What follows belongs to an exercise in optimizing a design on an open flow for small area; a production flow would make more cautious choices. The RTL was checked by simulation tests, not by an equivalence proof against the original design. The flow treats the clock pin as an ideal source, which a real chip does not have. No activity file was given, so power comes from the tool's default toggle rates.

==> flow/design.v <==
module sseg_driver(
    input [2:0] k,
    input h,
    input [2:0] v,
    output [0:7] AN,
    output [6:0] sseg,
    output DP
    );
    wire odd = v[0] ^ v[1];                   
    wire k0 = k == 3'd0, k1 = k == 3'd1, k4 = k == 3'd4, k5 = k == 3'd5;
    wire d1 = (k1 & ~h | k5 & h) & v[1];                         
    wire d2 = k1 & (~h & v[2] & ~v[1] | h & ~v[2] & ~v[0])       
            | k5 & h & v[2] & ~v[1];                             
    wire d3 = k1 & h & v[0] & ~v[2];                             
    wire d4 = k1 & h & v[2];                                     
    wire d5 = k0 & (h ^ odd) | k4 & h & odd;                     
    assign sseg = {~(d2 | d3 | d4 | d5), d1 | d2 | d3, d1 | d3 | d4 | d5, d1 | d4, d2, d5, d1 | d4};
    assign AN = ~(8'b1000_0000 >> k) | 8'b0001_0001;
    assign DP = 1'b1;
endmodule
module rgb_driver(
    input clk,
    input reset_n,
    input c4,
    input dispense,
    output reg red_LED, green_LED,
    output blue_LED
    );
    reg [5:0] r;
    wire end49 = (r[4:2] == 3'b101) & r[0];
    wire tick = c4 & end49;
    always @(posedge clk) begin
        r <= (~reset_n | end49) ? 6'd1 : {~r[4:0], r[5] ^ r[4]};
        if (~reset_n) begin
            red_LED <= 1'b0;
            green_LED <= 1'b0;
        end else if (tick) begin
            red_LED <= ~dispense;
            green_LED <= dispense;
        end
    end
    assign blue_LED = 1'b0;
endmodule
module debouncer_delayed(
    input clk, reset_n,
    input noisy,
    output reg debounced,
    output reg p_edge
    );
    localparam [14:0] K = 15'd9823;
    localparam [14:0] T = 15'd24189;
    localparam [14:0] M = 15'b000101111111111;
    reg [14:0] c;
    wire eq   = ~(noisy ^ debounced);
    wire done = ((c ^ T) & M) == 15'd0;
    wire clr  = ~reset_n | eq | done;
    always @(posedge clk) begin
        c <= clr ? K : {~c[13:0], c[14] ^ c[13]};
        debounced <= reset_n & (debounced ^ (done & ~eq));
        p_edge <= reset_n & ~debounced & done & noisy;
    end
endmodule
module button(
    input clk, reset_n,
    input noisy,
    output debounced,
    output p_edge
    );
    debouncer_delayed DD0(
        .clk(clk),
        .reset_n(reset_n),
        .noisy(noisy),
        .debounced(debounced),
        .p_edge(p_edge)
    );
endmodule
module money_counter(
    input clk,
    input reset_n,
    input clr,
    input c5, c10, c25,
    output h_out,
    output [2:0] v_out
    );
    reg h;
    reg [2:0] v;
    wire none = ~c5 & ~c10 & ~c25;
    wire one = ~none & ~(c5 & c10) & ~(c5 & c25) & ~(c10 & c25);
    wire [2:0] v1 = {v[1], v[0], ~(v[2] | v[1])};
    wire [2:0] v2 = {v[0], ~(v[2] | v[1]), ~(v[1] | v[0])};
    wire o1 = v[2] & ~v[1];
    wire o2 = v[2] & ~v[0];
    always @(posedge clk) begin
        if (~reset_n | clr) begin
            h <= 1'b0;
            v <= 3'b000;
        end else if (one & ~h) begin
            if (c5) begin
                h <= o1;
                v <= v1;
            end else if (c10) begin
                h <= o2;
                v <= v2;
            end else
                h <= 1'b1;
        end
    end
    assign h_out = h & ~clr;
    assign v_out = clr ? 3'b000 : v;
endmodule
module vending_machine_fsm(
    input clk,
    input reset_n,
    input [3:0] x,    
    output r5, r10, r20, dispense
    );
    reg d;
    reg [2:0] v;
    wire p5 = x[3], p10 = x[2], p25 = x[1], it = x[0];
    wire q   = ~d & ~it;                      
    wire a5  = q & p5 & ~p10 & ~p25;
    wire a10 = q & p10 & ~p5 & ~p25;
    wire a25 = q & p25 & ~p5 & ~p10;
    wire z   = d & it & ~p5 & ~p10 & ~p25;    
    wire hold = ~a5 & ~a10;
    wire [2:0] v1 = {v[1], v[0], ~(v[2] | v[1])};           
    wire [2:0] v2 = {v[0], ~(v[2] | v[1]), ~(v[1] | v[0])};  
    always @(posedge clk) begin
        v <= {3{reset_n & ~z}} & ({3{a5}} & v1 | {3{a10}} & v2 | {3{hold}} & v);
        d <= reset_n & (d & ~z | a5 & v[2] & ~v[1] | a10 & v[2] & ~v[0] | a25);
    end
    assign dispense = d;
    assign r5  = d & (v[0] ^ v[1]);
    assign r10 = d & v[1];
    assign r20 = d & v[2] & ~v[1];
endmodule
module vending_machine_controller(
    input clk,
    input reset_n,
    input c5, c10, c25, item_taken,
    output [6:0]sseg,
    output [0:7]AN,
    output DP,
    output r5, r10, r20,
    output rgb_red, rgb_green, rgb_blue
    );
    wire c5_pedge, c10_pedge, c25_pedge, item_level;
    wire dispense;
    wire mh;
    wire [2:0] mv;
    reg [10:0] t;
    button B0(.clk(clk), .reset_n(reset_n), .noisy(c5),  .debounced(), .p_edge(c5_pedge));
    button B1(.clk(clk), .reset_n(reset_n), .noisy(c10), .debounced(), .p_edge(c10_pedge));
    button B2(.clk(clk), .reset_n(reset_n), .noisy(c25), .debounced(), .p_edge(c25_pedge));
    button B3(.clk(clk), .reset_n(reset_n), .noisy(item_taken), .debounced(item_level), .p_edge());
    vending_machine_fsm VMF0(
        .clk(clk),
        .reset_n(reset_n),
        .x({c5_pedge, c10_pedge, c25_pedge, item_level}),
        .r5(r5), .r10(r10), .r20(r20),
        .dispense(dispense)
    );
    money_counter MC0(
        .clk(clk),
        .reset_n(reset_n),
        .clr(item_level & dispense),
        .c5(c5_pedge), .c10(c10_pedge), .c25(c25_pedge),
        .h_out(mh),
        .v_out(mv)
    );
    wire c4 = t[1] & ~t[0];                  
    always @(posedge clk) begin
        t[0] <= reset_n & ~t[1];
        t[1] <= reset_n & t[0];
        t[10:2] <= reset_n ? t[10:2] + c4 : 9'd0;
    end
    sseg_driver SSD0(
        .k(t[10:8]),
        .h(mh),
        .v(mv),
        .AN(AN),
        .sseg(sseg),
        .DP(DP)
    );
    rgb_driver RGB0(
        .clk(clk),
        .reset_n(reset_n),
        .c4(c4),
        .dispense(dispense),
        .red_LED(rgb_red),
        .green_LED(rgb_green),
        .blue_LED(rgb_blue)
    );
endmodule
export LEC_CHECK = 0
export CAP_MARGIN = 20
export CORE_MARGIN = 2
export CORE_UTILIZATION = 40
export SLEW_MARGIN = 20
create_clock -name core_clock -period 10.0 [get_ports {clk}]
standard.sh (not shown) runs the stock make flow with config.mk's settings and CLKGATE_MAP_FILE= SYNTH_SCRIPT=/design/flow/synth_recipe.tcl, a recipe that flattens the netlist after the stock synthesis.
==> flow/flow/run.sh <==
#!/bin/bash
# The standard ORFS flow (standard.sh) with these changes:
#  - synthesis: the standard flow's synthesis script, but with abc running
#    flow/abc_deep.script (flow/abc_override.tcl),
#  - port buffers of the smallest buffer cell (buf_1),
#  - buffers left by synthesis removed at floorplan, and the tie cells kept
#    as synthesis made them (one per constant value),
#  - every cell given its smallest drive strength after floorplan
#    (flow/downsize.tcl); the later repair steps size up where needed,
#  - clock tree without dummy loads; after CTS, clock buffers are made
#    smaller where the clock slew allows (flow/clkdown.tcl).
# Each tool's output is in orfs/logs; make's output is in standard.log.
set -euo pipefail
here=$(cd "$(dirname "$0")" && pwd)
cat "$here/abc_override.tcl" synth_recipe.tcl > my_synth.tcl
sed "s#SYNTH_SCRIPT=[^ ]*#SYNTH_SCRIPT=$PWD/my_synth.tcl#" standard.sh > my_standard.sh
grep -q "SYNTH_SCRIPT=$PWD/my_synth.tcl" my_standard.sh
export FLOW_ABC_SCRIPT="$here/abc_deep.script"
export BUFFER_PORTS_ARGS="-buffer_cell sky130_fd_sc_hd__buf_1"
export REMOVE_ABC_BUFFERS=1
export SKIP_REPAIR_TIE_FANOUT=1
export POST_FLOORPLAN_TCL="$here/downsize.tcl"
export POST_CTS_TCL="$here/clkdown.tcl"
export CTS_ARGS="-sink_clustering_enable -repair_clock_nets -dont_use_dummy_load -buf_list {sky130_fd_sc_hd__clkbuf_4 sky130_fd_sc_hd__clkbuf_8}"
bash my_standard.sh > standard.log 2>&1
==> flow/flow/abc_deep.script <==
strash
&get -n
&deepsyn -T 60
&dch -f
&nf -a -R 1000
&put
topo
==> flow/flow/clkdown.tcl <==
proc cd_worst_clk_slew { } {
  estimate_parasitics -placement
  set worst 0
  foreach p [get_pins -hierarchical */CLK] {
    set s [get_property $p slew_max]
    if { $s > $worst } { set worst $s }
  }
  return $worst
}
set cd_limit 0.110
set cd_count 0
foreach inst [[ord::get_db_block] getInsts] {
  set master [[$inst getMaster] getName]
  if { ![string match "sky130_fd_sc_hd__clkbuf_*" $master] } { continue }
  set name [$inst getName]
  foreach small {sky130_fd_sc_hd__clkbuf_2 sky130_fd_sc_hd__clkbuf_4} {
    if { $small eq $master } { break }
    replace_cell $name $small
    if { [cd_worst_clk_slew] > $cd_limit } {
      replace_cell $name $master
    } else {
      incr cd_count
      break
    }
  }
}
puts "clkdown.tcl: $cd_count clock buffers made smaller, worst clock pin slew [cd_worst_clk_slew]"
Other scripts of this flow, unchanged in this note and not shown: flow/flow/abc_override.tcl, flow/flow/downsize.tcl
Edit:
--- a/flow/flow/run.sh
+++ b/flow/flow/run.sh
@@ -6,2 +6 @@
-#  - buffers left by synthesis removed at floorplan, and the tie cells kept
-#    as synthesis made them (one per constant value),
+#  - buffers left by synthesis removed at floorplan,
@@ -10,2 +9,2 @@
-#  - clock tree without dummy loads; after CTS, clock buffers are made
-#    smaller where the clock slew allows (flow/clkdown.tcl).
+#  - clock tree without dummy loads; after CTS, clock buffers that can be
+#    are made clkbuf_4 (flow/clkdown.tcl).
@@ -21 +19,0 @@
-export SKIP_REPAIR_TIE_FANOUT=1
==> flow/flow/abc_deep.script (replaced) <==
strash
&get -n
&deepsyn -T 20
&dch -f
&nf -a -R 1000
&put
topo
==> flow/flow/clkdown.tcl (replaced) <==
proc cd_worst_clk_slew { } {
  estimate_parasitics -placement
  set worst 0
  foreach p [get_pins -hierarchical */CLK] {
    set s [get_property $p slew_max]
    if { $s > $worst } { set worst $s }
  }
  return $worst
}
set cd_small sky130_fd_sc_hd__clkbuf_4
set cd_limit 0.110
set cd_count 0
foreach inst [[ord::get_db_block] getInsts] {
  set master [[$inst getMaster] getName]
  if { ![string match "sky130_fd_sc_hd__clkbuf_*" $master] } { continue }
  if { $master eq $cd_small || [$inst getName] eq "clkbuf_0_clk" } { continue }
  set name [$inst getName]
  replace_cell $name $cd_small
  if { [cd_worst_clk_slew] > $cd_limit } {
    replace_cell $name $master
  } else {
    incr cd_count
  }
}
puts "clkdown.tcl: $cd_count clock buffers now $cd_small, worst clock pin slew [cd_worst_clk_slew]"
Effect: Count of clock-buffer cells in the layout does not change; maximum frequency fell slightly; combinational power rose by a few percent; final area rose slightly; final cell count rose slightly; die area rose slightly; via count fell slightly; worst setup slack degrades by 35 ps.
Edit:
--- a/flow/flow/run.sh
+++ b/flow/flow/run.sh
@@ -9,2 +9,2 @@
-#  - clock tree without dummy loads; after CTS, clock buffers that can be
-#    are made clkbuf_4 (flow/clkdown.tcl).
+#  - clock tree without dummy loads; after CTS, clock buffers are made
+#    smaller where the clock slew allows (flow/clkdown.tcl).
==> flow/flow/abc_deep.script (replaced) <==
strash
&get -n
&deepsyn -T 60
&dch -f
&nf -a -R 1000
&put
topo
==> flow/flow/clkdown.tcl (replaced) <==
proc cd_worst_clk_slew { } {
  estimate_parasitics -placement
  set worst 0
  foreach p [get_pins -hierarchical */CLK] {
    set s [get_property $p slew_max]
    if { $s > $worst } { set worst $s }
  }
  return $worst
}
set cd_limit 0.120
set cd_count 0
foreach inst [[ord::get_db_block] getInsts] {
  set master [[$inst getMaster] getName]
  if { ![string match "sky130_fd_sc_hd__clkbuf_*" $master] } { continue }
  set name [$inst getName]
  foreach small {sky130_fd_sc_hd__clkbuf_2 sky130_fd_sc_hd__clkbuf_4} {
    if { $small eq $master } { break }
    replace_cell $name $small
    if { [cd_worst_clk_slew] > $cd_limit } {
      replace_cell $name $master
    } else {
      incr cd_count
      break
    }
  }
}
puts "clkdown.tcl: $cd_count clock buffers made smaller, worst clock pin slew [cd_worst_clk_slew]"
Effect: The new run completed with no timing, DRC or antenna violations; synthesized area is lower by 0.60%; wire length came out higher by 0.93%; clock skew fell by 3.3 ps; critical path depth is unchanged; die area shrinks by 0.57%.
Edit:
--- a/flow/flow/clkdown.tcl
+++ b/flow/flow/clkdown.tcl
@@ -10 +10 @@
-set cd_limit 0.120
+set cd_limit 0.110
Effect:
- The new run finished with timing, DRC and antenna clean
- area after synthesis is unchanged
- count of clock-buffer cells in the layout does not change
- sequential power stays flat
- worst setup slack is worse by 10 ps
- total power came out higher by 0.84%
- cell area barely changes

==> re-timing with driven ports <==
The flow's constraints put no driver on any port. The routed layouts listed below were extracted and timed again, unchanged, in two steps.
Step 1, drivers: a clkbuf_16 drives clk and a buf_2 each remaining input, both assumed.
Step 2 adds t to the input delays and takes it off the output delays; t is the mean of the earliest and latest rising clock arrival at the registers after step 1. Input paths then give back, and output paths get back, about the clock's delay inside the block.
Slacks: ideal ports / drivers / drivers and shift; pairs: ideal ports / drivers.
run | t, ns | setup slack, ns | hold WS [ns] | worst setup path at the end | latest minus earliest clock arrival (ns)
the first run | 0.518 | 5.723 / 5.695 / 5.872 | 0.360 / 0.360 / 0.360 | input to register | 0.032 / 0.032
the second run | 0.378 | 5.688 / 5.659 / 6.037 | 0.367 / 0.367 / 0.367 | register to output | 0.028 / 0.028
the third run | 0.491 | 5.755 / 5.730 / 5.923 | 0.350 / 0.350 / 0.350 | input to register | 0.028 / 0.028
the fourth run | 0.496 | 5.744 / 5.719 / 5.927 | 0.350 / 0.350 / 0.350 | input to register | 0.032 / 0.032
After both steps every run listed still meets setup and hold.
